What follows belongs to an exercise in optimizing a design on an open flow for small area, a short achievable clock period and few clock cycles; a production flow would make more cautious choices.
The RTL was checked by simulation tests, not by an equivalence proof against the original design.
No run shown here takes its clock network from TritonCTS; it comes from the design's own scripts or RTL.
The clock port is modelled as an ideal driver, which makes a skipped or thinned clock tree look cheaper than it is; a real chip needs a root buffer or a tree.
Power figures rest on the tool's default switching activity, not on a simulated workload.

--- config.mk ---
export PLATFORM = sky130hd
export DESIGN_NAME = day3_part2_top
export DESIGN_NICKNAME = day3_part2_top
export VERILOG_FILES = /design/flow/design.v
export SDC_FILE = /design/flow/constraint.sdc
export NUM_CORES = 4
export LEC_CHECK = 0
export ABC_CLOCK_PERIOD_IN_PS = 1500
export CAP_MARGIN = 20
export CORE_MARGIN = 2
export CORE_UTILIZATION = 40
export SETUP_SLACK_MARGIN = 2.5
export SLEW_MARGIN = 20
--- constraint.sdc ---
create_clock -name core_clock -period 4.0 [get_ports {clk}]
set_input_delay 0.8000 -clock core_clock [delete_from_list [all_inputs] [get_ports {clk}]]
set_output_delay 0.8000 -clock core_clock [all_outputs]
set_load 0.01 [all_outputs]
--- design.v ---
`timescale 1ns / 1ps
module day3_part2_top( clk, rst, rom_addr, rom_data, sum, done );
    input clk;
    input rst;
    output [13:0] rom_addr;
    input [7:0] rom_data;
    output [31:0] sum;
    output done;
    reg        rst_q;       
    reg [13:0] addr;
    reg [6:0]  hi;          
    reg [7:0]  lo;          
    reg        pz;          
    reg        l1, l2, l3;  
    reg [52:1] seen1;
    reg [52:1] seen2;
    reg        keep1a;      
    reg        keep1b;      
    reg        keep2a;      
    reg        keep2b;      
    reg [5:0]  badge;
    reg        add;         
    reg        add2;        
    reg        c3;
    reg [5:0]  sum_lo;
    reg        carry;
    reg [11:0] sum_hi;
    reg        fin;         
    reg        fin2;
    reg        int_done;
    wire zero = hi[0] & lo[0];
    wire eol = zero & ~pz;                        
    wire last = eol & l3;                         
    wire [52:1] keep1 = {{26{keep1b}}, {26{keep1a}}};
    wire [52:1] keep2 = {{26{keep2b}}, {26{keep2a}}};
    reg [52:1] hit;
    integer i;
    always @(*)
        for (i = 1; i <= 52; i = i + 1)
            hit[i] = hi[i / 8] & lo[i % 8];
    reg [5:0] enc;
    always @(*) begin
        enc = 6'd0;
        for (i = 1; i <= 52; i = i + 1)
            if (seen1[i]) enc = enc | i[5:0];
    end
    assign rom_addr = addr;
    assign sum = {14'd0, sum_hi, sum_lo};
    assign done = int_done;
    always @(posedge clk) begin
        rst_q <= rst;
        addr <= rst_q ? 14'd0 : addr + 14'd1;
        for (i = 0; i < 7; i = i + 1)
            hi[i] <= (rom_data[5:3] == i);
        for (i = 0; i < 8; i = i + 1)
            lo[i] <= (rom_data[2:0] == i);
        pz <= zero;
        l1 <= ~rst_q & ((~l1 & ~l2 & ~l3) | (l1 & ~eol) | last);
        l2 <= ~rst_q & ((l2 & ~eol) | (l1 & eol));
        l3 <= ~rst_q & ((l3 & ~eol) | (l2 & eol));
        keep1a <= ~rst_q & ~(eol & (l2 | l3));
        keep1b <= ~rst_q & ~(eol & l2) & ~last;
        keep2a <= ~rst_q & ~last;
        keep2b <= ~rst_q & ~(eol & (l1 | l3));
        seen1 <= (seen1 & keep1) | (hit & ({52{l1}} | ({52{l3}} & seen2)));
        seen2 <= (seen2 & keep2) | (hit & {52{l2}} & seen1);
        badge <= enc;
        add <= ~rst_q & last & ~int_done;
        add2 <= ~rst_q & add;
        if (rst_q) begin
            sum_lo <= 6'd0;
            c3 <= 1'b0;
            carry <= 1'b0;
            sum_hi <= 12'd0;
        end else begin
            if (add)
                {c3, sum_lo[2:0]} <= {1'b0, sum_lo[2:0]} + {1'b0, badge[2:0]};
            if (add2)
                {carry, sum_lo[5:3]} <= {1'b0, sum_lo[5:3]} + {1'b0, badge[5:3]} + {3'd0, c3};
            else
                carry <= 1'b0;
            sum_hi <= sum_hi + {11'd0, carry};
        end
        fin <= ~rst_q & zero & pz & l1;
        fin2 <= ~rst_q & fin;
        int_done <= ~rst & ~rst_q & (int_done | fin2);
    end
endmodule
--- flow/run.sh ---
#!/bin/bash
# The standard layout (standard.sh), except:
# - the clock tree is built by flow/mycts.tcl, run as ORFS's PRE_CTS_TCL hook,
#   which then skips clock_tree_synthesis: the clock port drives 4 root
#   inverters, each driving 2 leaf inverters, each driving an equal-count grid
#   cluster of flip-flops (two inversions: the flip-flops see the port clock);
# - the port buffers are buf_2 cells instead of delay cells;

# All tool output goes to standard.log and ORFS's own logs under orfs/logs.
set -euo pipefail
export PRE_CTS_TCL=$PWD/flow/mycts.tcl
export MYCTS_COLS=4
export MYCTS_ROWS=2
export MYCTS_ROOT=sky130_fd_sc_hd__clkinv_16
export MYCTS_LEAF=sky130_fd_sc_hd__clkinv_16
export MYCTS_OUTBUF=sky130_fd_sc_hd__buf_2
export MYCTS_INBUF=sky130_fd_sc_hd__buf_2
bash standard.sh > standard.log 2>&1
--- flow/mycts.tcl ---
set nleaf_cols [expr {[info exists ::env(MYCTS_COLS)] ? $::env(MYCTS_COLS) : 2}]
set nleaf_rows [expr {[info exists ::env(MYCTS_ROWS)] ? $::env(MYCTS_ROWS) : 4}]
set root_master_name [expr {[info exists ::env(MYCTS_ROOT)] ? $::env(MYCTS_ROOT) : "sky130_fd_sc_hd__clkbuf_16"}]
set leaf_master_name [expr {[info exists ::env(MYCTS_LEAF)] ? $::env(MYCTS_LEAF) : "sky130_fd_sc_hd__clkbuf_16"}]

set db [ord::get_db]
set block [ord::get_db_block]
set clk_net [$block findNet clk]
set leaf_master [$db findMaster $leaf_master_name]

# flip-flop clock pins on the clock net
set sinks {}
foreach it [$clk_net getITerms] {
  set inst [$it getInst]
  set loc [$inst getLocation]
  set m [$inst getMaster]
  set x [expr {[lindex $loc 0] + [$m getWidth] / 2}]
  set y [expr {[lindex $loc 1] + [$m getHeight] / 2}]
  lappend sinks [list $x $y $it]
}
set n [llength $sinks]
puts "mycts: $n clock sinks, $nleaf_cols x $nleaf_rows leaves"

# grid partition with equal counts: columns by x, then rows by y
set sinks [lsort -integer -index 0 $sinks]
set clusters {}
for {set c 0} {$c < $nleaf_cols} {incr c} {
  set lo [expr {($c * $n) / $nleaf_cols}]
  set hi [expr {(($c + 1) * $n) / $nleaf_cols - 1}]
  set col [lsort -integer -index 1 [lrange $sinks $lo $hi]]
  set m [llength $col]
  for {set r 0} {$r < $nleaf_rows} {incr r} {
    set lo2 [expr {($r * $m) / $nleaf_rows}]
    set hi2 [expr {(($r + 1) * $m) / $nleaf_rows - 1}]
    lappend clusters [lrange $col $lo2 $hi2]
  }
}

proc centroid {pts} {
  set sx 0; set sy 0
  foreach p $pts { set sx [expr {$sx + [lindex $p 0]}]; set sy [expr {$sy + [lindex $p 1]}] }
  set k [llength $pts]
  return [list [expr {$sx / $k}] [expr {$sy / $k}]]
}

proc place_at {inst x y} {
  set m [$inst getMaster]
  set x0 [expr {$x - [$m getWidth] / 2}]
  set y0 [expr {$y - [$m getHeight] / 2}]
  $inst setLocation [expr {int($x0)}] [expr {int($y0)}]
  $inst setPlacementStatus PLACED
}

set leaf_pos {}
foreach cl $clusters { lappend leaf_pos [centroid $cl] }
set root_nets {}
for {set c 0} {$c < $nleaf_cols} {incr c} {
  if {$root_master_name eq "none"} {
    lappend root_nets $clk_net
    continue
  }
  set rp [centroid [lrange $leaf_pos [expr {$c * $nleaf_rows}] [expr {($c + 1) * $nleaf_rows - 1}]]]
  set root [odb::dbInst_create $block [$db findMaster $root_master_name] "mycts_root_$c"]
  place_at $root [lindex $rp 0] [lindex $rp 1]
  set rnet [odb::dbNet_create $block "mycts_root_net_$c"]
  $rnet setSigType CLOCK
  [$root findITerm A] connect $clk_net
  [$root findITerm [expr {[$root findITerm X] ne "NULL" ? "X" : "Y"}]] connect $rnet
  lappend root_nets $rnet
}

set i 0
foreach cl $clusters pos $leaf_pos {
  set leaf [odb::dbInst_create $block $leaf_master "mycts_leaf_$i"]
  place_at $leaf [lindex $pos 0] [lindex $pos 1]
  set net [odb::dbNet_create $block "mycts_net_$i"]
  $net setSigType CLOCK
  [$leaf findITerm A] connect [lindex $root_nets [expr {$i / $nleaf_rows}]]
  [$leaf findITerm [expr {[$leaf findITerm X] ne "NULL" ? "X" : "Y"}]] connect $net
  foreach p $cl {
    set it [lindex $p 2]
    $it disconnect
    $it connect $net
  }
  puts "mycts: leaf $i at $pos drives [llength $cl] sinks"
  incr i
}
$clk_net setSigType CLOCK

set_propagated_clock [all_clocks]

# the tree is built: make the flow's CTS calls no-ops (repair_clock_inverters
# would clone the root inverters for each of their loads)
rename clock_tree_synthesis orig_clock_tree_synthesis
proc clock_tree_synthesis {args} { puts "mycts: clock_tree_synthesis skipped" }
rename repair_clock_inverters orig_repair_clock_inverters
proc repair_clock_inverters {args} { puts "mycts: repair_clock_inverters skipped" }

# Output ports: the flow's port buffers are slow delay cells; use buf_2.
if {[info exists ::env(MYCTS_OUTBUF)] && $::env(MYCTS_OUTBUF) ne ""} {
  foreach port [all_outputs] {
    set net [get_nets [get_full_name $port]]
    foreach pin [get_pins -of_objects $net -filter "direction == output"] {
      set inst [get_cells -of_objects $pin]
      set cell [get_property $inst ref_name]
      if {[string match "sky130_fd_sc_hd__*buf*" $cell] || [string match "sky130_fd_sc_hd__dly*" $cell]} {
        replace_cell [get_property $inst full_name] $::env(MYCTS_OUTBUF)
      }
    }
  }
}

# Input ports (but the clock): the flow's port buffers are slow delay cells.
if {[info exists ::env(MYCTS_INBUF)] && $::env(MYCTS_INBUF) ne ""} {
  foreach port [all_inputs] {
    set pname [get_full_name $port]
    if {$pname eq "clk"} { continue }
    set net [get_nets $pname]
    foreach pin [get_pins -of_objects $net -filter "direction == input"] {
      set inst [get_cells -of_objects $pin]
      set cell [get_property $inst ref_name]
      if {[string match "sky130_fd_sc_hd__*buf*" $cell] || [string match "sky130_fd_sc_hd__dly*" $cell]} {
        replace_cell [get_property $inst full_name] $::env(MYCTS_INBUF)
      }
    }
  }
}
--- standard.sh ---
#!/bin/bash
# synth_recipe.tcl (not shown) runs the flow's synth.tcl, then flattens the netlist and writes it again
# the make line also repeats each setting of config.mk as NAME=value (left out here)
make -C /OpenROAD-flow-scripts/flow DESIGN_CONFIG=/design/flow/config.mk WORK_HOME=/design/flow/orfs CLKGATE_MAP_FILE= SYNTH_SCRIPT=/design/flow/synth_recipe.tcl "${@:-finish}"
==> impl_metrics.yaml, run 1 <==
worst_hold_path:
  hold_path.class: "flop to flop"
  hold_start: "fin$_DFF_P_"
setup_path:
  crit_chain: "inv_2 > fa_2 > inv_2 > fa_1 > mux2i_1 > nor2_1"
  critPathLaunchType: "flop"
  slowest_stage: "fa_1"
  cp-end-kind: "flop"
  cp_common_cell: "inv_2"
  path_class: "flop to flop"
  slowest_delay_ps: 410
  timing.rr.start: "c3$_SDFFE_PP0P_"
  arrival_ps: 1570
  cp_max_fo: 2
  rrSetupSlack_ps: 2460
  worstPathRequired_ps: 4020
  startpoint: "c3$_SDFFE_PP0P_"
place:
  port_buffers: 40
  dp_hpwl_um: 10100
  finalWeightedCongestion: 0.859
timing:
  skew_ps: 8.49
  min_period_ps: 1540
  fin_setup_tns_ps: 0
  slew_violations: 0
  hold_violations: 0
  rsz0062_at_grt: "true"
  worstMarginPinSlew_ps: 1100
  max_slew_margin_pct: 26.6
  max_clock_freq_mhz: 648
  finalCritPeriodShare_pct: 38.6
  setup_viol: 0
detailed_routing:
  drt_iter0_drc: 374
  wl_um: 15400
  drc_errors: 0
  first_pass_iters: 5
  wl_per_cell_um: 17.3
  ant_nets: 0
  vias: 5021
  via_per_inst: 5.62
grt:
  grt_max_degree: 58
  grt.overflow.total: 0
  grt_use_total_pct: 17.7
  grt_pass1_vias: 4666
  antenna_found_initial: 0
  grt_pass1_wl_um: 24300
yosys:
  synthArstFlopShare_pct: 0
  netlist_top_cells_area: "dfxtp_1 54%, o21ai_0 8.8%, a32o_1 8.1%, nand2_1 4.1%, clkbuf_1 2.3%"
  syn_area_per_cell_um2: 9.71
  synth_warnings: 1
  synth_area_um2: 6390
  synth_edf_count: 0
  netlist_instances: 658
  synth_cell_types: 40
  yosysTopAreaCellShare_pct: 54.2
  ys_ff_latch: 173
  yosysSeqAreaShare_pct: 54.2
  yosysTopAreaCell: "dfxtp_1"
  ys.flop_type: "dfxtp_1"
cts:
  clock_latency_ps: 140
  path_clk_slew_ps: 50
  cts_hold_buffers: 0
floorplanning:
  ios: 57
  dieArea_um2: 17000
  rows: 46
  start_util_pct: 40.5
  core_area_um2: 15800
  die_w_um: 130
  dieHeight_um: 130
finish:
  fin_nets: 701
  syn2layout_area_growth_pct: 12.9
  drive_above_1_share_pct: 17.0
  antenna_cells: 0
  utilization_pct: 45.7
  fillers: 1529
flow_run:
  cap_violations: 0
power_and_ir_drop:
  p_leak_uw: 0.00259
  p_per_area_nw_per_um2: 394
  ir_drop_mv: 0.179
outcome:
  status: "finished clean"
through the flow:
step | total power [uW] | area, um2 | hold slack [ps] | std cells | setup slack (ps)
2_1_floorplan | 1890 | 6460 | 414 | 671 | 2480
3_3_place_gp | 1930 | 6900 | 439 | 875 | 2130
3_5_place_dp | 1930 | 6900 | 434 | 875 | 2120
4_1_cts | 2870 | 7110 | 447 | 888 | 2440
5_1_grt | 2970 | 7210 | 469 | 894 | 2330
6_report | 2840 | 7210 | 438 | 894 | 2460
registers in the layout, indices dropped and copies added (netlist names), 6 cells and up:
| register | count |
|---|---|
| addr | 14 |
| badge | 6 |
| hi | 7 |
| lo | 8 |
| seen1 | 52 |
| seen2 | 52 |
| sum_hi | 12 |
| sum_lo | 6 |
cell usage after synthesis (2+ instances only):
master,n
xor2_1,4
or3_1,7
or3_2,2
nor2b_1,9
or2_2,4
mux2i_1,5
nand2_1,69
nand3_1,9
ha_1,8
nor3b_1,6
and3b_1,6
and2_1,8
o31ai_1,6
mux2_2,3
nand2b_1,2
clkbuf_1,39
a32o_1,52
fa_1,3
buf_1,2
nand4_1,9
dfxtp_1,173
nor2_1,24
xnor2_1,4
inv_1,11
o21ai_0,112
or4_1,12
nor4_1,17
a211oi_1,4
nor3_1,6
a21oi_1,19
buf_4,14
area by class of cell:
cell class | instances | area (um2) | area share (%)
sequential | 173 | 3500 | 48.5
multi-input combinational | 432 | 2750 | 38.1
inverter | 23 | 402 | 5.57
timing repair buffer | 50 | 290 | 4.03
tap | 216 | 270 | 3.75
cell usage in the layout (no fill, tap or decap), drive strengths merged, types with 6 or more instances in the layout:
| master | Yosys | layout |
|---|---|---|
| buf | 16 | 50 |
| ha | 8 | 8 |
| nand4 | 9 | 9 |
| a21oi | 19 | 19 |
| nor3b | 6 | 6 |
| nand3 | 10 | 10 |
| o31ai | 6 | 6 |
| and2 | 8 | 8 |
| nor3 | 6 | 6 |
| nor2b | 9 | 9 |
| or4 | 12 | 12 |
| inv | 11 | 11 |
| and3b | 6 | 6 |
| dfxtp | 173 | 173 |
| o21ai | 112 | 112 |
| nor2 | 24 | 24 |
| nand2 | 69 | 69 |
| a32o | 52 | 52 |
| or3 | 9 | 9 |
| nor4 | 18 | 18 |
| clkinv | 0 | 12 |
| conb | 1 | 14 |
critical path, delay by kind of cell (launching register included):
family	cells	cell delay, ps
adder cells (fa/ha/maj)	2	790
flip-flops	1	330
multiplexers	1	150
buffers and inverters	2	100
AND/OR/NAND/NOR	1	50
power breakdown:
group | switching (uW) | internal (uW)
registers | 47.4 | 1740
clock network | 706 | 247
logic | 63.8 | 35.3
final timing paths:
check,endpoint,cells after the start
min reg2reg,fin2$_DFF_P_,1
min,fin2$_DFF_P_,1
max,sum_lo[4]$_SDFFE_PP0P_,6
max reg2reg,sum_lo[4]$_SDFFE_PP0P_,6
cell families (layout without fill, tap and decap cells):
logic type      Yosys count  count (layout)  synth area share [%]
compound gates          195             195                  19.8
mux                       8               8                  1.31
fa+ha+maj                11              11                  2.51
flops                   173             173                  54.2
other cells               1              14                0.0587
buf+inv                  66              73                  4.70
xor+xnor                  8               8                  1.10
simple gates            196             196                  16.3
layer usage:
metal	track usage (%)	up-vias	part of all wire (%)
li1	-	2396	-
met1	24.1	2431	44
met2	31.0	163	48
met3	1.11	31	5.3
met4	4.26	0	2.7
met5	0	-	0
timing repair:
| item | 4_1_cts | 5_1_grt |
|---|---|---|
| endpoints found under the hold margin | 0 | 0 |
| setup endpoints to repair | 76 | 60 |
| setup buffers | 1 | 6 |
| pin swaps | 6 | 6 |
| resized for setup | 25 | 19 |
Testbench counts, summed over its fixed seeds: cycles 164,595.
==> run 2: changes to the inputs <==
--- a/flow/run.sh
+++ b/flow/run.sh
@@ -5,7 +5,7 @@
 #   inverters, each driving 2 leaf inverters, each driving an equal-count grid
 #   cluster of flip-flops (two inversions: the flip-flops see the port clock);
 # - the port buffers are buf_2 cells instead of delay cells;
-
+# - setup repair does not insert buffers (unbuffer, sizeup, swap only).
 # All tool output goes to standard.log and ORFS's own logs under orfs/logs.
 set -euo pipefail
 export PRE_CTS_TCL=$PWD/flow/mycts.tcl
@@ -15,4 +15,5 @@
 export MYCTS_LEAF=sky130_fd_sc_hd__clkinv_16
 export MYCTS_OUTBUF=sky130_fd_sc_hd__buf_2
 export MYCTS_INBUF=sky130_fd_sc_hd__buf_2
+export SETUP_MOVE_SEQUENCE=unbuffer,sizeup,swap
 bash standard.sh > standard.log 2>&1
==> run 2 against run 1 <==
Against the previous run: still clean; die area stayed put; synthesized cell count stayed put; design area is 0.68% lower; via count is 1.5% lower; final cell count is 0.78% lower; critical path depth stayed put; maximum frequency hardly changed; flip-flop and latch count stayed put; largest power group unchanged.
==> impl_metrics.yaml, run 2 <==
yosys:
  yosysTopAreaCellShare_pct: 54.2
  synth_edf_count: 0
  synth-xor-area-share_pct: 1.10
  synthArstFlopShare_pct: 0
  ys_ff_latch: 173
  synth-simple-area-share_pct: 16.3
  netlist_top_cells_area: "dfxtp_1 54%, o21ai_0 8.8%, a32o_1 8.1%, nand2_1 4.1%, clkbuf_1 2.3%"
  yosysSeqAreaShare_pct: 54.2
  synth_top_family_by_area: "compound AO/OA/AOI/OAI gates"
  synth_warnings: 1
  synth_cell_types: 40
  yosys-top-cells-count: "173 x dfxtp_1, 112 x o21ai_0, 69 x nand2_1"
  synth_area_um2: 6390
  ys.flop_type: "dfxtp_1"
  yosysTopAreaCell: "dfxtp_1"
  synth_most_common_cell: "dfxtp_1"
  syn_area_per_cell_um2: 9.71
  netlist_instances: 658
  synth_compound_gate_area_share_pct: 19.8
  synthAdderAreaFrac_pct: 2.51
  post_synth_mux_area_share_pct: 1.31
grt:
  grt_max_degree: 58
  grt_pass1_wl_um: 24300
  grt.overflow.total: 0
  grt_pass1_vias: 4664
  antenna_found_initial: 0
  grt_use_total_pct: 17.7
detailed_routing:
  drt_iter0_drc: 322
  wl_um: 15300
  via_per_inst: 5.58
  wl_per_cell_um: 17.3
  vias: 4948
  ant_nets: 0
  first_pass_iters: 5
  drc_errors: 0
finish:
  fin_nets: 694
  syn2layout_area_growth_pct: 12.1
  final_cell_mix: "146 x dfxtp_1, 112 x o21ai_0, 66 x nand2_1, 52 x a32o_1, 38 x buf_2"
  fin_area_um2: 7160
  multiInputGateArea_um2: 2750
  final_common_cell: "dfxtp_1"
  stdcell_count: 887
  fillers: 1536
  drive_above_1_share_pct: 16.1
  reg_top3: "seen1 (52), seen2 (52), addr (14)"
  ff_latch_area_um2: 3500
  antenna_cells: 0
setup_path:
  rrSetupSlack_ps: 2460
  path_class: "flop to flop"
  slowest_stage: "fa_1"
  slowest_delay_ps: 410
  critPathLaunchType: "flop"
  cp-end-kind: "flop"
  cp_common_cell: "inv_2"
  worstPathRequired_ps: 4020
  arrival_ps: 1570
  crit_chain: "inv_2 > fa_2 > inv_2 > fa_1 > mux2i_1 > nor2_1"
  cp_max_fo: 2
place:
  port_buffers: 40
  place_ws_ps: 2120
  post_dp_cell_area_um2: 6900
  dp_hpwl_um: 10100
  finalWeightedCongestion: 0.859
  numPlacedInstances: 875
timing:
  skew_ps: 8.20
  slew_violations: 0
  max_slew_margin_pct: 27.4
  hold_violations: 0
  finalCritPeriodShare_pct: 38.6
  setup_viol: 0
  rsz0062_at_grt: "true"
  worstMarginPinSlew_ps: 1090
  fin_hold_ws_ps: 438
  fin_setup_tns_ps: 0
  max_clock_freq_mhz: 647
  min_period_ps: 1540
  fin_ws_ps: 2460
cts:
  cts_setup_buffers: 0
  clock_latency_ps: 140
  cts_hold_buffers: 0
  path_clk_slew_ps: 50
floorplanning:
  rows: 46
  dieHeight_um: 130
  ios: 57
  start_util_pct: 40.5
  die_w_um: 130
  core_area_um2: 15800
  dieArea_um2: 17000
power_and_ir_drop:
  seq_power_share_pct: 63.0
  p_comb_share_pct: 3.5
  ir_drop_mv: 0.179
  p_clk_share_pct: 33.5
  p_switching_uw: 818
  p_per_area_nw_per_um2: 397
  p_sw_share_pct: 28.8
  internal-power_uw: 2030
  p_leak_uw: 0.00255
worst_hold_path:
  hold_path.class: "flop to flop"
outcome:
  status: "finished clean"
flow_run:
  cap_violations: 0
==> run 2: layout make-up <==
cell class                 instances  area share [%]
sequential                       173            48.9
multi-input combinational        432            38.3
inverter                          23            5.61
tap                              216            3.77
timing repair buffer              43            3.41
==> run 2: layer usage <==
| metal | GRT usage, % | vias to the layer above | share of wire (%) |
|---|---|---|---|
| met4 | 4.26 | 0 | 2.7 |
| li1 | - | 2384 | - |
| met1 | 24.1 | 2384 | 44 |
| met3 | 1.11 | 30 | 5.1 |
| met5 | 0 | - | 0 |
| met2 | 31.0 | 150 | 48 |
==> run 2: through the flow <==
stage	utilization, %	power, uW
after detailed placement	43.7	1930
after floorplan	-	1890
final	45.4	2840
after global routing	45.4	2970
after global placement	43.7	1930
after CTS	45.1	2870
==> run 2: power by group through the flow <==
stage          registers, uW  clock network [uW]  logic [uW]
2_1_floorplan           1800                   0        91.2
3_3_place_gp            1830                   0        97.0
3_5_place_dp            1830                   0        99.4
4_1_cts                 1790                 988        96.5
5_1_grt                 1790                1070         111
6_report                1790                 954        98.8
==> run 2: kinds of logic after synthesis <==
group	count (synthesis)
XOR/XNOR	8
adder cells (fa/ha/maj)	11
other	1
AO/OA/AOI/OAI	195
multiplexers	8
flip-flops	173
buffers and inverters	66
AND/OR/NAND/NOR	196
==> run 2: path summary, 6_finish.rpt <==
path / start / to / cells past startpoint
worst max-delay path: c3$_SDFFE_PP0P_ / sum_lo[4]$_SDFFE_PP0P_ / 6
worst min-delay path: fin$_DFF_P_ / fin2$_DFF_P_ / 1
worst max register to register: c3$_SDFFE_PP0P_ / sum_lo[4]$_SDFFE_PP0P_ / 6
worst min register to register: fin$_DFF_P_ / fin2$_DFF_P_ / 1
==> run 2: what timing repair did <==
action | 4_1_cts | 5_1_grt
resized for setup | 25 | 20
cloned | 0 | 0
pin swaps | 7 | 7
endpoints found under the setup margin | 76 | 59
==> run 2: critical path: cells and delay by family (launching register included) <==
family,cells,cell delay (ps)
simple gates,1,50
mux,1,150
buf+inv,2,100
fa+ha+maj,2,790
flops,1,330
==> run 3: changes to the inputs <==
--- a/flow/run.sh
+++ b/flow/run.sh
@@ -11,8 +11,8 @@
 export PRE_CTS_TCL=$PWD/flow/mycts.tcl
 export MYCTS_COLS=4
 export MYCTS_ROWS=2
-export MYCTS_ROOT=sky130_fd_sc_hd__clkinv_16
-export MYCTS_LEAF=sky130_fd_sc_hd__clkinv_16
+export MYCTS_ROOT=sky130_fd_sc_hd__inv_12
+export MYCTS_LEAF=sky130_fd_sc_hd__inv_16
 export MYCTS_OUTBUF=sky130_fd_sc_hd__buf_2
 export MYCTS_INBUF=sky130_fd_sc_hd__buf_2
 export SETUP_MOVE_SEQUENCE=unbuffer,sizeup,swap
--- a/config.mk
+++ b/config.mk
@@ -5,7 +5,7 @@
 export SDC_FILE = /design/flow/constraint.sdc
 export NUM_CORES = 4
 export LEC_CHECK = 0
-export ABC_CLOCK_PERIOD_IN_PS = 1500
+export ABC_CLOCK_PERIOD_IN_PS = 1200
 export CAP_MARGIN = 20
 export CORE_MARGIN = 2
 export CORE_UTILIZATION = 40
==> run 3 against run 2 <==
Against the previous run: still clean; final cell count is the same; largest cell class unchanged; synthesized cell count is the same; flip-flop and latch count is the same.
==> impl_metrics.yaml, run 3 <==
timing:
  rsz0062_at_grt: "true"
  fin_setup_tns_ps: 0
  min_period_ps: 1550
  setup_viol: 0
  skew_ps: 10.8
  max_clock_freq_mhz: 647
  finalCritPeriodShare_pct: 38.7
  fin_hold_ws_ps: 442
  worstMarginPinSlew_ps: 1080
  fin_ws_ps: 2450
  slew_violations: 0
  hold_violations: 0
  max_slew_margin_pct: 28.0
setup_path:
  cp.depth: 6
  slowest_stage: "fa_1"
  path_class: "flop to flop"
  worstPathRequired_ps: 4000
  critPathLaunchType: "flop"
  arrival_ps: 1550
  crit_family: "adder cells"
  crit_chain: "inv_2 > fa_2 > inv_2 > fa_1 > mux2i_1 > nor2_1"
  cp-endpoint: "sum_lo[4]$_SDFFE_PP0P_"
  cp_max_fo: 2
  rrSetupSlack_ps: 2450
  cp_common_cell: "inv_2"
  timing.rr.start: "c3$_SDFFE_PP0P_"
  cp-end-kind: "flop"
  r2r_cells: 6
  reg2reg_to: "sum_lo[4]$_SDFFE_PP0P_"
  slowest_delay_ps: 410
  startpoint: "c3$_SDFFE_PP0P_"
  path_buf_inv: 2
yosys:
  synth_edf_count: 0
  syn_area_per_cell_um2: 9.71
  netlist_instances: 658
  yosysSeqAreaShare_pct: 54.2
  ys.flop_type: "dfxtp_1"
  yosysTopAreaCell: "dfxtp_1"
  synth_most_common_cell: "dfxtp_1"
  yosysTopAreaCellShare_pct: 54.2
  yosys-top-cells-count: "173 x dfxtp_1, 112 x o21ai_0, 69 x nand2_1"
  synth_area_um2: 6390
  synth_cell_types: 40
  synthArstFlopShare_pct: 0
  netlist_top_cells_area: "dfxtp_1 54%, o21ai_0 8.8%, a32o_1 8.1%, nand2_1 4.1%, clkbuf_1 2.3%"
  ys_ff_latch: 173
  synth_warnings: 1
detailed_routing:
  vias: 5016
  wl_per_cell_um: 17.2
  drt_iter0_drc: 407
  via_per_inst: 5.66
  drc_errors: 0
  wl_um: 15300
  first_pass_iters: 5
  ant_nets: 0
power_and_ir_drop:
  p_per_area_nw_per_um2: 395
  ir_drop_mv: 0.151
  power.total_uw: 2770
  p_leak_uw: 0.00252
place:
  port_buffers: 40
  dp_hpwl_um: 10100
  finalWeightedCongestion: 0.859
  place_ws_ps: 2120
  numPlacedInstances: 875
cts:
  cts_setup_buffers: 0
  path_clk_slew_ps: 70
  cts_hold_buffers: 0
  clock_latency_ps: 120
finish:
  drive_above_1_share_pct: 16.4
  stdcell_count: 887
  syn2layout_area_growth_pct: 9.93
  final_cell_mix: "145 x dfxtp_1, 112 x o21ai_0, 65 x nand2_1, 52 x a32o_1, 40 x buf_2"
  antenna_cells: 0
  final_common_cell: "dfxtp_1"
  reg_top3: "seen1 (52), seen2 (52), addr (14)"
  fillers: 1556
  fin_nets: 694
floorplanning:
  die_w_um: 130
  dieArea_um2: 17000
  dieHeight_um: 130
  core_area_um2: 15800
  ios: 57
  start_util_pct: 40.5
  rows: 46
grt:
  grt.overflow.total: 0
  grt_use_total_pct: 17.7
  grt_pass1_wl_um: 24400
  antenna_found_initial: 0
  grt_pass1_vias: 4677
  grt-busiest-layer: "met2"
  grtUsageMet2_pct: 31.0
  use_met1_pct: 24.3
  grt_max_degree: 58
  met3_usage_pct: 0.779
worst_hold_path:
  hold_path.class: "flop to flop"
flow_run:
  cap_violations: 0
outcome:
  status: "finished clean"
## run 3: cell count changes in the layout (fill, tap and decap cells not counted)
cell and delta:
buf_2 +2, inv_12 +4, inv_16 +8, nand2_2 +1, buf_4 -1, nand2_1 -1, dfxtp_2 +1, buf_6 -1
dfxtp_1 -1, clkinv_16 -12
## run 3: area by class of cell
cell class	instances	area (um2)	area share [%]
Tap cell	216	270	3.85
Sequential cell	173	3500	49.9
Multi-Input combinational cell	432	2750	39.1
Timing Repair Buffer	43	235	3.35
Inverter	23	267	3.80
## run 3: worst min-delay path by stage
stage                                 start                 to  slack (ps)  cells after the start
after global routing           fin2$_DFF_P_   int_done$_DFF_P_         470                      2
after floorplan                 fin$_DFF_P_       fin2$_DFF_P_         410                      1
after detailed placement        fin$_DFF_P_       fin2$_DFF_P_         430                      1
after global placement    seen2[14]$_DFF_P_  seen2[14]$_DFF_P_         440                      1
after CTS                       fin$_DFF_P_       fin2$_DFF_P_         450                      1
final                           fin$_DFF_P_       fin2$_DFF_P_         440                      1
## run 3: logic make-up (layout without fill, tap and decap cells)
family	count (synthesis)	count (layout)	share of synthesized area, %
xor gates and xnor gates	8	8	1.10
buffers and inverters	66	66	4.70
adders and majority gates	11	11	2.51
and+or+nand+nor	196	196	16.3
AOI/OAI and AO/OA	195	195	19.8
DFF	173	173	54.2
muxes	8	8	1.31
other	1	14	0.0587
## run 3: stage by stage
step / instance area (um2) / utilization (%)
after floorplan: 6460 / -
after global placement: 6900 / 43.7
after detailed placement: 6900 / 43.7
after CTS: 6970 / 44.2
after global routing: 7020 / 44.5
final: 7020 / 44.5
## run 3: worst register-to-register path: cells and delay by family (launching register included)
family	cells	cell delay, ps
buffers and inverters	2	100
adder cells (fa/ha/maj)	2	790
AND/OR/NAND/NOR	1	50
multiplexers	1	150
flip-flops	1	330
## run 3: metal layers
metal | part of all wire [%] | vias up
met3 | 4.5 | 31
met4 | 2.8 | 0
met1 | 45 | 2446
met2 | 48 | 142
met5 | 0 | -
li1 | - | 2397
## run 3: repair_timing
action / in CTS / in global routing
pin swaps: 7 / 8
resized for setup: 23 / 22
endpoints found under the setup margin: 73 / 54
## run 3: where the power goes
group | switching [uW] | internal (uW)
registers | 47.2 | 1750
logic | 63.9 | 35.3
clock network | 674 | 204
==> run 4: changes to the inputs <==
--- a/config.mk
+++ b/config.mk
@@ -5,7 +5,7 @@
 export SDC_FILE = /design/flow/constraint.sdc
 export NUM_CORES = 4
 export LEC_CHECK = 0
-export ABC_CLOCK_PERIOD_IN_PS = 1200
+export ABC_CLOCK_PERIOD_IN_PS = 1000
 export CAP_MARGIN = 20
 export CORE_MARGIN = 2
 export CORE_UTILIZATION = 40
==> run 4 against run 3 <==
Against the previous run: sequential power barely moved; critical path depth did not move; clock power barely moved; global-route usage did not move; die area did not move; critical path type unchanged; critical endpoint unchanged; largest cell class unchanged.
==> impl_metrics.yaml, run 4 <==
outcome:
  status: "finished clean"
yosys:
  synth_area_um2: 6390
  synthArstFlopShare_pct: 0
  ys_ff_latch: 173
  ys.flop_type: "dfxtp_1"
  netlist_instances: 658
  yosysSeqAreaShare_pct: 54.2
  synth_warnings: 1
  synth_cell_types: 40
  synth_most_common_cell: "dfxtp_1"
  syn_area_per_cell_um2: 9.71
  synth_edf_count: 0
  yosys-top-cells-count: "173 x dfxtp_1, 112 x o21ai_0, 69 x nand2_1"
  yosysTopAreaCell: "dfxtp_1"
  netlist_top_cells_area: "dfxtp_1 54%, o21ai_0 8.8%, a32o_1 8.1%, nand2_1 4.1%, clkbuf_1 2.3%"
  yosysTopAreaCellShare_pct: 54.2
cts:
  cts_hold_buffers: 0
  path_clk_slew_ps: 70
  clock_latency_ps: 120
timing:
  max_slew_margin_pct: 28.0
  max_clock_freq_mhz: 647
  fin_setup_tns_ps: 0
  worstMarginPinSlew_ps: 1080
  setup_viol: 0
  finalCritPeriodShare_pct: 38.7
  min_period_ps: 1550
  skew_ps: 10.8
  rsz0062_at_grt: "true"
  hold_violations: 0
  slew_violations: 0
finish:
  drive_above_1_share_pct: 16.4
  syn2layout_area_growth_pct: 9.93
  antenna_cells: 0
  reg_top3: "seen1 (52), seen2 (52), addr (14)"
  fin_area_um2: 7020
  fillers: 1556
  final_common_cell: "dfxtp_1"
  fin_nets: 694
  final_cell_mix: "145 x dfxtp_1, 112 x o21ai_0, 65 x nand2_1, 52 x a32o_1, 40 x buf_2"
place:
  post_dp_cell_area_um2: 6900
  port_buffers: 40
  finalWeightedCongestion: 0.859
  dp_hpwl_um: 10100
power_and_ir_drop:
  p_per_area_nw_per_um2: 395
  internal-power_uw: 1990
  p_leak_uw: 0.00252
  p_switching_uw: 785
  ir_drop_mv: 0.151
  seq_power_share_pct: 64.7
  p_sw_share_pct: 28.3
  p_comb_share_pct: 3.6
  p_clk_share_pct: 31.7
setup_path:
  slowest_delay_ps: 410
  cp-end-kind: "flop"
  arrival_ps: 1550
  crit_chain: "inv_2 > fa_2 > inv_2 > fa_1 > mux2i_1 > nor2_1"
  slowest_stage: "fa_1"
  cp_common_cell: "inv_2"
  cp_max_fo: 2
  worstPathRequired_ps: 4000
  critPathLaunchType: "flop"
  path_class: "flop to flop"
detailed_routing:
  ant_nets: 0
  wl_um: 15300
  wl_per_cell_um: 17.2
  first_pass_iters: 5
  drt_iter0_drc: 407
  via_per_inst: 5.66
  vias: 5016
  drc_errors: 0
grt:
  grt-busiest-layer: "met2"
  grt_max_degree: 58
  met3_usage_pct: 0.779
  use_met1_pct: 24.3
  antenna_found_initial: 0
  grt_pass1_wl_um: 24400
  grtUsageMet2_pct: 31.0
  grt_pass1_vias: 4677
  grt.overflow.total: 0
  grt_use_total_pct: 17.7
floorplanning:
  dieArea_um2: 17000
  start_util_pct: 40.5
  core_area_um2: 15800
  dieHeight_um: 130
  ios: 57
  rows: 46
  die_w_um: 130
worst_hold_path:
  hold_path.class: "flop to flop"
flow_run:
  cap_violations: 0
==> run 4: worst paths after layout <==
check,start,to,slack (ps),cells after the start
max,c3$_SDFFE_PP0P_,sum_lo[4]$_SDFFE_PP0P_,2450,6
min reg2reg,fin$_DFF_P_,fin2$_DFF_P_,440,1
min,fin$_DFF_P_,fin2$_DFF_P_,440,1
max reg2reg,c3$_SDFFE_PP0P_,sum_lo[4]$_SDFFE_PP0P_,2450,6
==> run 4: final cells by class <==
class	count	area, um2	area share, %
multi-input combinational	432	2750	39.1
inverter	23	267	3.80
sequential	173	3500	49.9
tap	216	270	3.85
timing repair buffer	43	235	3.35
==> run 4: what timing repair did <==
action                                  4_1_cts  5_1_grt
gates cloned                                  0        0
buffers inserted                              0        0
endpoints found under the setup margin       73       54
hold endpoints to repair                      0        0
resized for setup                            23       22
pin swaps                                     7        8
==> run 4: routing by layer <==
metal | share of wire, % | vias to the layer above
li1 | - | 2397
met1 | 45 | 2446
met2 | 48 | 142
met3 | 4.5 | 31
met4 | 2.8 | 0
met5 | 0 | -
==> run 4: cells by family (layout without fill, tap and decap cells) <==
family / count (synthesis) / in the layout / synth area share [%]
and+or+nand+nor: 196 / 196 / 16.3
DFF: 173 / 173 / 54.2
adders and majority gates: 11 / 11 / 2.51
xor gates and xnor gates: 8 / 8 / 1.10
other: 1 / 14 / 0.0587
AOI/OAI and AO/OA: 195 / 195 / 19.8
buffers and inverters: 66 / 66 / 4.70
muxes: 8 / 8 / 1.31
==> run 4: worst max-delay path: cells and delay by family (launching register included) <==
family                   cells  cell delay [ps]
buffers and inverters        2              100
flip-flops                   1              330
multiplexers                 1              150
adder cells (fa/ha/maj)      2              790
AND/OR/NAND/NOR              1               50
==> run 4: power groups by stage <==
stage / Sequential [uW] / Combinational, uW / Clock [uW]
4_1_cts: 1790 / 96.4 / 913
6_report: 1790 / 99.2 / 879
3_3_place_gp: 1830 / 97.0 / 0
2_1_floorplan: 1800 / 91.2 / 0
5_1_grt: 1800 / 111 / 977
3_5_place_dp: 1830 / 99.4 / 0
==> run 4: metrics by stage <==
stage          utilization [%]  worst slack [ps]  std cells  power [uW]  hold WS (ps)
2_1_floorplan                -              2480        671        1890           414
3_3_place_gp              43.7              2130        875        1930           439
3_5_place_dp              43.7              2120        875        1930           434
4_1_cts                   44.2              2440        887        2800           451
5_1_grt                   44.5              2330        887        2890           472
6_report                  44.5              2450        887        2770           442
==> run 5: changes to the inputs <==
--- a/config.mk
+++ b/config.mk
@@ -5,7 +5,7 @@
 export SDC_FILE = /design/flow/constraint.sdc
 export NUM_CORES = 4
 export LEC_CHECK = 0
-export ABC_CLOCK_PERIOD_IN_PS = 1000
+export ABC_CLOCK_PERIOD_IN_PS = 1500
 export CAP_MARGIN = 20
 export CORE_MARGIN = 2
 export CORE_UTILIZATION = 40
==> run 5 against run 4 <==
Against the previous run: first-iteration DRC count stayed put; synthesized cell count is the same; via count unchanged; area after synthesis did not move; core utilization is the same; clock skew stayed put; sequential power barely moved; register-to-register slack about the same; clock power is essentially flat; still clean; largest cell class unchanged; highest routed layer unchanged; critical path type unchanged; routed wire length unchanged; combinational power about the same.
==> impl_metrics.yaml, run 5 <==
outcome:
  status: "finished clean"
yosys:
  synth-xor-area-share_pct: 1.10
  synth_most_common_cell: "dfxtp_1"
  synth_top_family_by_area: "compound AO/OA/AOI/OAI gates"
  syn_area_per_cell_um2: 9.71
  ys.flop_type: "dfxtp_1"
  yosysSeqAreaShare_pct: 54.2
  ys_ff_latch: 173
  synth_compound_gate_area_share_pct: 19.8
  synthArstFlopShare_pct: 0
  netlist_instances: 658
  synth_warnings: 1
  yosysTopAreaCell: "dfxtp_1"
  synth_cell_types: 40
  yosys-top-cells-count: "173 x dfxtp_1, 112 x o21ai_0, 69 x nand2_1"
  netlist_top_cells_area: "dfxtp_1 54%, o21ai_0 8.8%, a32o_1 8.1%, nand2_1 4.1%, clkbuf_1 2.3%"
  synthAdderAreaFrac_pct: 2.51
  post_synth_mux_area_share_pct: 1.31
  synth_area_um2: 6390
  yosysTopAreaCellShare_pct: 54.2
  synth-simple-area-share_pct: 16.3
  synth_edf_count: 0
detailed_routing:
  vias: 5016
  first_pass_iters: 5
  drc_errors: 0
  ant_nets: 0
  drt_iter0_drc: 407
  wl_um: 15300
  via_per_inst: 5.66
  wl_per_cell_um: 17.2
floorplanning:
  dieArea_um2: 17000
  start_util_pct: 40.5
  die_w_um: 130
  rows: 46
  ios: 57
  core_area_um2: 15800
  dieHeight_um: 130
finish:
  antenna_cells: 0
  drive_above_1_share_pct: 16.4
  utilization_pct: 44.5
  reg_top3: "seen1 (52), seen2 (52), addr (14)"
  final_cell_mix: "145 x dfxtp_1, 112 x o21ai_0, 65 x nand2_1, 52 x a32o_1, 40 x buf_2"
  final_common_cell: "dfxtp_1"
  fin_nets: 694
  syn2layout_area_growth_pct: 9.93
grt:
  grt-busiest-layer: "met2"
  grt.overflow.total: 0
  grtUsageMet2_pct: 31.0
  met3_usage_pct: 0.779
  use_met1_pct: 24.3
  grt_pass1_vias: 4677
  grt_max_degree: 58
  grt_use_total_pct: 17.7
  grt_pass1_wl_um: 24400
  antenna_found_initial: 0
timing:
  setup_viol: 0
  skew_ps: 10.8
  hold_violations: 0
  rsz0062_at_grt: "true"
  fin_setup_tns_ps: 0
  max_slew_margin_pct: 28.0
  slew_violations: 0
  max_clock_freq_mhz: 647
  worstMarginPinSlew_ps: 1080
  finalCritPeriodShare_pct: 38.7
  min_period_ps: 1550
setup_path:
  path_class: "flop to flop"
  critPathLaunchType: "flop"
  reg2reg_to: "sum_lo[4]$_SDFFE_PP0P_"
  arrival_ps: 1550
  worstPathRequired_ps: 4000
  timing.rr.start: "c3$_SDFFE_PP0P_"
  r2r_cells: 6
  cp-end-kind: "flop"
  rrSetupSlack_ps: 2450
  cp_max_fo: 2
cts:
  cts_setup_buffers: 0
  path_clk_slew_ps: 70
  clock_latency_ps: 120
  cts_hold_buffers: 0
power_and_ir_drop:
  ir_drop_mv: 0.151
  p_leak_uw: 0.00252
  p_per_area_nw_per_um2: 395
place:
  dp_hpwl_um: 10100
  port_buffers: 40
  finalWeightedCongestion: 0.859
worst_hold_path:
  worstHoldPathCells: 1
  hold_end: "fin2$_DFF_P_"
  hold_path.class: "flop to flop"
  hold_start: "fin$_DFF_P_"
flow_run:
  cap_violations: 0
-- run 5: metal layers --
metal  share of wire [%]  vias to the layer above  routed length [um]
met4                 2.8                        0                 425
met1                  45                     2446                6860
met2                  48                      142                7320
met3                 4.5                       31                 695
li1                    -                     2397                   -
met5                   0                        -                   0
-- run 5: final cells by class --
type                       count  area, um2
fill                        1556       8750
sequential                   173       3500
multi-input combinational    432       2750
tap                          216        270
inverter                      23        267
timing repair buffer          43        235
-- run 5: repair_timing --
| action | in CTS | in global routing |
|---|---|---|
| pin swaps | 7 | 8 |
| resized for setup | 23 | 22 |
| cloned | 0 | 0 |
| endpoints found under the setup margin | 73 | 54 |
-- run 5: report_power, final --
| part | switching [uW] | internal, uW | total [uW] |
|---|---|---|---|
| sequential | 47.2 | 1750 | 1790 |
| clock | 674 | 204 | 879 |
| combinational | 63.9 | 35.3 | 99.2 |
-- run 5: kinds of logic (layout without fill, tap and decap cells) --
logic type / count (synthesis) / count (layout)
compound gates: 195 / 195
simple gates: 196 / 196
mux: 8 / 8
other cells: 1 / 14
flops: 173 / 173
fa+ha+maj: 11 / 11
xor+xnor: 8 / 8
buf+inv: 66 / 66
-- run 5: worst max path at each step --
stage / slack (ps) / to / start
finish: 2450 / sum_lo[4]$_SDFFE_PP0P_ / c3$_SDFFE_PP0P_
global route: 2330 / sum_lo[4]$_SDFFE_PP0P_ / c3$_SDFFE_PP0P_
CTS: 2440 / sum_lo[4]$_SDFFE_PP0P_ / c3$_SDFFE_PP0P_
detailed placement: 2120 / sum[8] / sum_hi[2]$_SDFF_PP0_
global placement: 2130 / sum[8] / sum_hi[2]$_SDFF_PP0_
floorplan: 2480 / sum_lo[4]$_SDFFE_PP0P_ / sum_lo[3]$_SDFFE_PP0P_
-- run 5: worst max-delay path, stage by stage (launching register included) --
cell     delay [ps]
dfxtp_2         330
inv_2            40
fa_2            380
inv_2            60
fa_1            410
mux2i_1         150
nor2_1           50
-- run 5: metrics by stage --
step	worst slack, ps	total power [uW]	instances	area [um2]	hold WS, ps
after floorplan	2480	1890	671	6460	414
after detailed placement	2120	1930	875	6900	434
final	2450	2770	887	7020	442
after global placement	2130	1930	875	6900	439
after global routing	2330	2890	887	7020	472
after CTS	2440	2800	887	6970	451
==> run 6: changes to the inputs <==
--- a/flow/run.sh
+++ b/flow/run.sh
@@ -16,4 +16,6 @@
 export MYCTS_OUTBUF=sky130_fd_sc_hd__buf_2
 export MYCTS_INBUF=sky130_fd_sc_hd__buf_2
 export SETUP_MOVE_SEQUENCE=unbuffer,sizeup,swap
+# slow wide OR gates are left out of synthesis and repair
+export DONT_USE_CELLS="sky130_fd_sc_hd__or4* sky130_fd_sc_hd__or3*"
 bash standard.sh > standard.log 2>&1
==> run 6 against run 5 <==
Against the previous run: design area unchanged; register-to-register slack about the same; via count unchanged; critical path type unchanged; area after synthesis unchanged; highest routed layer unchanged; setup slack unchanged; core utilization unchanged; sequential share of layout area unchanged; critical path depth unchanged; synthesized cell count unchanged; clock power about the same; first-iteration DRC count unchanged.
==> impl_metrics.yaml, run 6 <==
detailed_routing:
  wl_um: 15300
  first_pass_iters: 5
  ant_nets: 0
  drc_errors: 0
  vias: 5016
  via_per_inst: 5.66
  wl_per_cell_um: 17.2
  drt_iter0_drc: 407
yosys:
  synth_warnings: 1
  yosysTopAreaCellShare_pct: 54.2
  synth_most_common_cell: "dfxtp_1"
  synth_area_um2: 6390
  yosysSeqAreaShare_pct: 54.2
  ys_ff_latch: 173
  syn_area_per_cell_um2: 9.71
  yosys-top-cells-count: "173 x dfxtp_1, 112 x o21ai_0, 69 x nand2_1"
  ys.flop_type: "dfxtp_1"
  netlist_top_cells_area: "dfxtp_1 54%, o21ai_0 8.8%, a32o_1 8.1%, nand2_1 4.1%, clkbuf_1 2.3%"
  yosysTopAreaCell: "dfxtp_1"
  synthArstFlopShare_pct: 0
  synth_cell_types: 40
  synth_edf_count: 0
  netlist_instances: 658
place:
  place_ws_ps: 2120
  numPlacedInstances: 875
  port_buffers: 40
  finalWeightedCongestion: 0.859
  dp_hpwl_um: 10100
finish:
  fin_nets: 694
  final_common_cell: "dfxtp_1"
  utilization_pct: 44.5
  final_cell_mix: "145 x dfxtp_1, 112 x o21ai_0, 65 x nand2_1, 52 x a32o_1, 40 x buf_2"
  syn2layout_area_growth_pct: 9.93
  drive_above_1_share_pct: 16.4
  reg_top3: "seen1 (52), seen2 (52), addr (14)"
  stdcell_count: 887
  antenna_cells: 0
setup_path:
  cp_common_cell: "inv_2"
  cp-end-kind: "flop"
  path_class: "flop to flop"
  worstPathRequired_ps: 4000
  crit_family: "adder cells"
  cp_max_fo: 2
  crit_chain: "inv_2 > fa_2 > inv_2 > fa_1 > mux2i_1 > nor2_1"
  slowest_delay_ps: 410
  slowest_stage: "fa_1"
  critPathLaunchType: "flop"
  arrival_ps: 1550
  path_buf_inv: 2
timing:
  finalCritPeriodShare_pct: 38.7
  worstMarginPinSlew_ps: 1080
  rsz0062_at_grt: "true"
  max_clock_freq_mhz: 647
  fin_setup_tns_ps: 0
  min_period_ps: 1550
  setup_viol: 0
  slew_violations: 0
  fin_ws_ps: 2450
  hold_violations: 0
  skew_ps: 10.8
  max_slew_margin_pct: 28.0
floorplanning:
  rows: 46
  ios: 57
  start_util_pct: 40.5
  dieHeight_um: 130
  die_w_um: 130
  dieArea_um2: 17000
  core_area_um2: 15800
power_and_ir_drop:
  ir_drop_mv: 0.151
  p_leak_uw: 0.00252
  p_per_area_nw_per_um2: 395
  power.total_uw: 2770
grt:
  grt_use_total_pct: 17.7
  grt.overflow.total: 0
  antenna_found_initial: 0
  grt_max_degree: 58
  grt_pass1_vias: 4677
  grt_pass1_wl_um: 24400
cts:
  path_clk_slew_ps: 70
  cts_hold_buffers: 0
  clock_latency_ps: 120
  cts_setup_buffers: 0
outcome:
  status: "finished clean"
worst_hold_path:
  hold_path.class: "flop to flop"
flow_run:
  cap_violations: 0
run 6: path summary, 6_finish.rpt:
| kind | startpoint | end | cells past startpoint | slack [ps] |
|---|---|---|---|---|
| setup / recovery | c3$_SDFFE_PP0P_ | sum_lo[4]$_SDFFE_PP0P_ | 6 | 2450 |
| hold / removal | fin$_DFF_P_ | fin2$_DFF_P_ | 1 | 440 |
| setup reg to reg | c3$_SDFFE_PP0P_ | sum_lo[4]$_SDFFE_PP0P_ | 6 | 2450 |
| hold reg to reg | fin$_DFF_P_ | fin2$_DFF_P_ | 1 | 440 |
run 6: metal layers:
| metal | up-vias | GRT usage (%) | part of all wire, % |
|---|---|---|---|
| li1 | 2397 | - | - |
| met1 | 2446 | 24.3 | 45 |
| met2 | 142 | 31.0 | 48 |
| met3 | 31 | 0.779 | 4.5 |
| met4 | 0 | 4.57 | 2.8 |
| met5 | - | 0 | 0 |
run 6: cell type report:
type | count | area [um2]
Timing Repair Buffer | 43 | 235
Sequential cell | 173 | 3500
Tap cell | 216 | 270
Multi-Input combinational cell | 432 | 2750
Inverter | 23 | 267
Fill cell | 1556 | 8750
run 6: logic make-up (layout without fill, tap and decap cells):
kind of cell	after synthesis	in the layout	share of synthesized area [%]
AND/OR/NAND/NOR	196	196	16.3
AO/OA/AOI/OAI	195	195	19.8
flip-flops	173	173	54.2
buffers and inverters	66	66	4.70
adder cells (fa/ha/maj)	11	11	2.51
XOR/XNOR	8	8	1.10
multiplexers	8	8	1.31
other	1	14	0.0587
run 6: through the flow:
step | hold slack [ps] | instance area, um2
2_1_floorplan | 414 | 6460
3_3_place_gp | 439 | 6900
3_5_place_dp | 434 | 6900
4_1_cts | 451 | 6970
5_1_grt | 472 | 7020
6_report | 442 | 7020
run 6: where the power goes:
part	switching [uW]	internal [uW]
clock network	674	204
registers	47.2	1750
logic	63.9	35.3
total	785	1990
run 6: repair_timing:
item                       in CTS  in global routing
pin swaps                       7                  8
gates resized for setup        23                 22
setup endpoints to repair      73                 54
cloned                          0                  0
==> run 7: changes to the inputs <==
--- a/flow/run.sh
+++ b/flow/run.sh
@@ -16,6 +16,8 @@
 export MYCTS_OUTBUF=sky130_fd_sc_hd__buf_2
 export MYCTS_INBUF=sky130_fd_sc_hd__buf_2
 export SETUP_MOVE_SEQUENCE=unbuffer,sizeup,swap
-# slow wide OR gates are left out of synthesis and repair
+# slow wide OR gates are left out of synthesis and repair; adders are plain
+# gates for abc rather than full-adder cells
 export DONT_USE_CELLS="sky130_fd_sc_hd__or4* sky130_fd_sc_hd__or3*"
+export ADDER_MAP_FILE=
 bash standard.sh > standard.log 2>&1
--- a/config.mk
+++ b/config.mk
@@ -9,5 +9,5 @@
 export CAP_MARGIN = 20
 export CORE_MARGIN = 2
 export CORE_UTILIZATION = 40
-export SETUP_SLACK_MARGIN = 2.5
+export SETUP_SLACK_MARGIN = 2.45
 export SLEW_MARGIN = 20
==> run 7 against run 6 <==
Against the previous run: routed wire length is essentially flat; combinational power up 5%; highest routed layer unchanged; flip-flop and latch count unchanged; total power is 0.65% higher; critical path depth fell by 3; global-route usage is 0.082 points higher; worst hold slack improved by 18 ps; register-to-register slack gained 30 ps; largest power group unchanged; sequential share of layout area grew 0.50 points; die area shrank 0.21%; clock power hardly changed; final cell count rose by 1.1%.
==> impl_metrics.yaml, run 7 <==
yosys:
  yosysTopAreaCellShare_pct: 54.3
  synth_edf_count: 0
  synth_most_common_cell: "dfxtp_1"
  yosysSeqAreaShare_pct: 54.3
  netlist_instances: 670
  ys_ff_latch: 173
  yosysTopAreaCell: "dfxtp_1"
  synthArstFlopShare_pct: 0
  netlist_top_cells_area: "dfxtp_1 54%, o21ai_0 9.0%, a32o_1 8.2%, nand2_1 4.7%, clkbuf_1 2.4%"
  synth_warnings: 1
  syn_area_per_cell_um2: 9.51
  ys.flop_type: "dfxtp_1"
  synth_area_um2: 6370
  yosys-top-cells-count: "173 x dfxtp_1, 114 x o21ai_0, 80 x nand2_1"
  synth_cell_types: 41
floorplanning:
  rows: 46
  ios: 57
  start_util_pct: 40.6
  die_w_um: 130
  dieHeight_um: 130
  core_area_um2: 15700
  dieArea_um2: 17000
timing:
  max_slew_margin_pct: 29.8
  max_clock_freq_mhz: 660
  hold_violations: 0
  finalCritPeriodShare_pct: 37.9
  skew_ps: 9.29
  slew_violations: 0
  fin_setup_tns_ps: 0
  fin_ws_ps: 2490
  min_period_ps: 1510
  setup_viol: 0
  rsz0062_at_grt: "true"
  worstMarginPinSlew_ps: 1050
  fin_hold_ws_ps: 460
grt:
  grt.overflow.total: 0
  grt_pass1_vias: 4723
  antenna_found_initial: 0
  grt_max_degree: 58
  grt_use_total_pct: 17.8
  grt_pass1_wl_um: 24700
worst_hold_path:
  hold_start: "seen2[12]$_DFF_P_"
  worstHoldPathCells: 1
  hold_end: "seen2[12]$_DFF_P_"
  hold_path.class: "flop to flop"
finish:
  final_cell_mix: "160 x dfxtp_1, 114 x o21ai_0, 79 x nand2_1, 52 x a32o_1, 40 x buf_2"
  final_common_cell: "dfxtp_1"
  reg_top3: "seen1 (52), seen2 (52), addr (14)"
  utilization_pct: 44.0
  fin_nets: 693
  drive_above_1_share_pct: 11.7
  antenna_cells: 0
  syn2layout_area_growth_pct: 8.40
detailed_routing:
  wl_um: 15300
  wl_per_cell_um: 17.0
  ant_nets: 0
  drt_iter0_drc: 402
  drc_errors: 0
  vias: 5065
  via_per_inst: 5.65
  first_pass_iters: 5
place:
  place_ws_ps: 2170
  finalWeightedCongestion: 0.808
  port_buffers: 40
  dp_hpwl_um: 10200
setup_path:
  arrival_ps: 1490
  crit_chain: "or4_1 > nor3_1 > nand4_1"
  r2r_cells: 3
  cp_max_fo: 3
  rrSetupSlack_ps: 2490
  path_class: "flop to flop"
  critPathLaunchType: "flop"
  crit_family: "simple AND/OR/NAND/NOR gates"
  timing.rr.start: "seen1[6]$_DFF_P_"
  reg2reg_to: "badge[1]$_SDFF_PP1_"
  worstPathRequired_ps: 3970
  path_buf_inv: 0
  cp-end-kind: "flop"
  slowest_delay_ps: 580
  slowest_stage: "or4_1"
flow_run:
  cap_violations: 0
cts:
  path_clk_slew_ps: 70
  clock_latency_ps: 120
power_and_ir_drop:
  p_per_area_nw_per_um2: 404
  p_leak_uw: 0.00254
  ir_drop_mv: 0.275
outcome:
  status: "finished clean"
run 7: cell count changes after synthesis, sizes merged, moves of 6 or more:
cell	previous run	this run
ha	8	0
nor2	24	40
xor2	4	16
a21oi	19	12
nor4	18	8
nor2b	9	3
nand2	69	80
nand4	9	15
run 7: worst max-delay path by stage:
stage / start / end / slack [ps] / depth (start not counted)
after floorplan: addr[0]$_SDFF_PP0_ / addr[13]$_SDFF_PP0_ / 2460 / 6
after global placement: addr[4]$_SDFF_PP0_ / rom_addr[4] / 2180 / 1
after detailed placement: addr[4]$_SDFF_PP0_ / rom_addr[4] / 2170 / 1
after CTS: sum_hi[3]$_SDFF_PP0_ / sum[9] / 2470 / 1
after global routing: addr[0]$_SDFF_PP0_ / addr[10]$_SDFF_PP0_ / 2420 / 4
final: seen1[6]$_DFF_P_ / badge[1]$_SDFF_PP1_ / 2490 / 3
run 7: per-layer routing:
metal / global-route usage (%) / vias up / routed length, um
met5: 0 / - / 0
met4: 5.06 / 0 / 505
met3: 1.35 / 33 / 788
met2: 31.4 / 185 / 7400
met1: 23.6 / 2430 / 6600
li1: - / 2417 / -
run 7: cells by family (layout without fill, tap and decap cells):
kind of cell / after synthesis / after routing / synth area share (%)
other: 1 / 14 / 0.0588
xor gates and xnor gates: 23 / 23 / 3.16
DFF: 173 / 173 / 54.3
AOI/OAI and AO/OA: 186 / 186 / 19.1
buffers and inverters: 62 / 60 / 4.71
muxes: 4 / 4 / 0.667
adders and majority gates: 3 / 3 / 0.471
and+or+nand+nor: 218 / 218 / 17.5
run 7: what timing repair did:
item	CTS	global route
setup buffers	0	0
setup endpoints to repair	66	24
hold buffers	0	0
gates resized for setup	11	13
pin swaps	0	5
run 7: per-stage QoR:
stage               cells  total power [uW]  cell area, um2
finish                897              2790            6910
global route          897              2900            6910
CTS                   897              2810            6880
detailed placement    885              1950            6830
global placement      885              1940            6830
floorplan             683              1900            6420
run 7: layout make-up:
class                           count  area [um2]
Inverter                           18         248
Fill cell                        1520        8800
Multi-Input combinational cell    448        2680
Timing Repair Buffer               42         228
Sequential cell                   173        3480
Tap cell                          216         270
run 7: report_power, final:
group / total (uW) / switching [uW] / internal [uW]
registers: 1810 / 56.6 / 1750
clock network: 877 / 673 / 205
logic: 104 / 66.0 / 38.2
==> run 8: changes to the inputs <==
--- a/config.mk
+++ b/config.mk
@@ -9,5 +9,5 @@
 export CAP_MARGIN = 20
 export CORE_MARGIN = 2
 export CORE_UTILIZATION = 40
-export SETUP_SLACK_MARGIN = 2.45
+export SETUP_SLACK_MARGIN = 2.5
 export SLEW_MARGIN = 20
==> run 8 against run 7 <==
Against the previous run: still clean; area after synthesis unchanged; worst hold slack worse by 13 ps; clock skew increased by 3.7 ps; sequential share of layout area about the same; core utilization up 0.22 points; critical path type unchanged; critical endpoint is now badge[3]$_SDFF_PP1_; highest routed layer unchanged.
==> impl_metrics.yaml, run 8 <==
finish:
  reg_top3: "seen1 (52), seen2 (52), addr (14)"
  fin_nets: 693
  fillers: 1520
  final_cell_mix: "150 x dfxtp_1, 114 x o21ai_0, 80 x nand2_1, 52 x a32o_1, 40 x buf_2"
  final_common_cell: "dfxtp_1"
  stdcell_count: 897
  syn2layout_area_growth_pct: 8.95
  drive_above_1_share_pct: 14.1
  antenna_cells: 0
flow_run:
  cap_violations: 0
detailed_routing:
  vias: 5009
  via_per_inst: 5.58
  drc_errors: 0
  wl_per_cell_um: 16.5
  first_pass_iters: 5
  wl_um: 14800
  drt_iter0_drc: 451
  ant_nets: 0
floorplanning:
  dieArea_um2: 17000
  start_util_pct: 40.6
  dieHeight_um: 130
  ios: 57
  rows: 46
  core_area_um2: 15700
  die_w_um: 130
setup_path:
  path_buf_inv: 0
  slowest_delay_ps: 560
  cp-end-kind: "flop"
  critPathLaunchType: "flop"
  worstPathRequired_ps: 3940
  arrival_ps: 1440
  slowest_stage: "or4_1"
  path_class: "flop to flop"
  crit_family: "simple AND/OR/NAND/NOR gates"
  cp_max_fo: 4
  crit_chain: "or4_1 > nor4_1 > nand4_1"
timing:
  setup_viol: 0
  hold_violations: 0
  worstMarginPinSlew_ps: 1100
  min_period_ps: 1500
  max_slew_margin_pct: 26.6
  fin_setup_tns_ps: 0
  finalCritPeriodShare_pct: 37.5
  max_clock_freq_mhz: 667
  skew_ps: 13.0
  rsz0062_at_grt: "true"
  slew_violations: 0
grt:
  grt_pass1_vias: 4607
  grt_use_total_pct: 16.8
  antenna_found_initial: 0
  grt_pass1_wl_um: 23500
  grt.overflow.total: 0
  grt_max_degree: 54
yosys:
  yosysSeqAreaShare_pct: 54.3
  yosys-top-cells-count: "173 x dfxtp_1, 114 x o21ai_0, 80 x nand2_1"
  yosysTopAreaCellShare_pct: 54.3
  synth_edf_count: 0
  netlist_top_cells_area: "dfxtp_1 54%, o21ai_0 9.0%, a32o_1 8.2%, nand2_1 4.7%, clkbuf_1 2.4%"
  ys.flop_type: "dfxtp_1"
  synth_cell_types: 41
  syn_area_per_cell_um2: 9.51
  synth_warnings: 1
  synth_area_um2: 6370
  synthArstFlopShare_pct: 0
  netlist_instances: 670
  synth_most_common_cell: "dfxtp_1"
  ys_ff_latch: 173
  yosysTopAreaCell: "dfxtp_1"
place:
  port_buffers: 40
  finalWeightedCongestion: 0.809
  numPlacedInstances: 885
  dp_hpwl_um: 9730
worst_hold_path:
  hold_path.class: "flop to flop"
power_and_ir_drop:
  p_leak_uw: 0.00254
  ir_drop_mv: 0.325
  p_per_area_nw_per_um2: 401
cts:
  path_clk_slew_ps: 70
  cts_hold_buffers: 0
  clock_latency_ps: 120
  cts_setup_buffers: 0
outcome:
  status: "finished clean"
run 8: cell counts after synthesis:
Identical to the previous run, type by type.
run 8: worst paths after layout:
path	start	to	slack, ps	cells past startpoint
min reg2reg	fin$_DFF_P_	fin2$_DFF_P_	450	1
max reg2reg	seen1[11]$_DFF_P_	badge[3]$_SDFF_PP1_	2500	3
max	seen1[11]$_DFF_P_	badge[3]$_SDFF_PP1_	2500	3
min	fin$_DFF_P_	fin2$_DFF_P_	450	1
run 8: metrics by stage:
step	setup slack, ps	total power, uW	util [%]	cell area (um2)	hold WS [ps]
after floorplan	2500	1900	-	6430	414
final	2500	2780	44.2	6940	447
after CTS	2500	2810	43.9	6890	452
after detailed placement	2150	1950	43.5	6830	431
after global placement	2180	1950	43.5	6830	424
after global routing	2420	2890	44.2	6940	463
run 8: worst reg2reg max path, cell delays in order (launching register included):
cell	delay, ps
dfxtp_1	360
or4_1	560
nor4_1	200
nand4_1	200
run 8: layer usage:
layer | GRT usage, % | part of all wire [%]
met5 | 0 | 0
met4 | 3.04 | 2.0
met3 | 0.738 | 5.1
met2 | 29.9 | 49
met1 | 23.1 | 44
run 8: area by class of cell:
cell class	count	area (um2)	area share [%]
Inverter	18	248	3.57
Tap cell	216	270	3.89
Sequential cell	173	3500	50.4
Multi-Input combinational cell	448	2710	39.0
Timing Repair Buffer	42	219	3.15
run 8: what timing repair did:
action,CTS,global route
pin swaps,5,9
gates resized for setup,19,20
setup endpoints to repair,26,23
run 8: logic make-up after synthesis:
family | synth area share [%]
xor gates and xnor gates | 3.16
adders and majority gates | 0.471
DFF | 54.3
muxes | 0.667
other | 0.0588
buffers and inverters | 4.71
AOI/OAI and AO/OA | 19.1
and+or+nand+nor | 17.5
run 8: where the power goes:
group,total (uW),switching [uW],internal (uW),leakage (uW)
combinational,110,69.7,40.1,0.00102
sequential,1810,55.8,1750,0.00141
clock,868,664,204,0.000107

==> port drivers added, routing unchanged <==
No port has a modelled driver above. Below, the same layouts with a new extraction and two added sets of constraints.
Step 1 assumes that a clkbuf_16 drives the clock port and a buf_2 every other input.
Step 2, shift: input delay + t, output delay - t, t = (earliest + latest rising clock arrival at the registers) / 2. This alone moves slack from input paths to output paths.
a / b / c = ideal ports / drivers / drivers and shift; a / b = the first two.
run | t (ns) | slack for setup (ns) | hold WS [ns] | latest minus earliest clock arrival (ns) | worst slew at a driven data input, ns
run 1 | 0.338 | 2.456 / 2.285 / 2.455 | 0.438 / 0.439 / 0.439 | 0.009 / 0.009 | 0.03
run 2 | 0.338 | 2.455 / 2.286 / 2.455 | 0.438 / 0.439 / 0.439 | 0.009 / 0.009 | 0.03
run 3 | 0.264 | 2.454 / 2.355 / 2.453 | 0.442 / 0.442 / 0.442 | 0.011 / 0.012 | 0.03
run 4 | 0.264 | 2.454 / 2.355 / 2.453 | 0.442 / 0.442 / 0.442 | 0.011 / 0.012 | 0.03
run 5 | 0.264 | 2.454 / 2.355 / 2.453 | 0.442 / 0.442 / 0.442 | 0.011 / 0.012 | 0.03
run 6 | 0.264 | 2.454 / 2.355 / 2.453 | 0.442 / 0.442 / 0.442 | 0.011 / 0.012 | 0.03
run 7 | 0.265 | 2.485 / 2.334 / 2.483 | 0.460 / 0.460 / 0.460 | 0.010 / 0.011 | 0.03
run 8 | 0.268 | 2.501 / 2.349 / 2.500 | 0.447 / 0.447 / 0.447 | 0.014 / 0.015 | 0.03
After both steps every run listed still meets setup and hold. For run 7, which loses most, drivers alone change the setup slack by -0.151 ns; drivers and shift together by -0.002 ns.
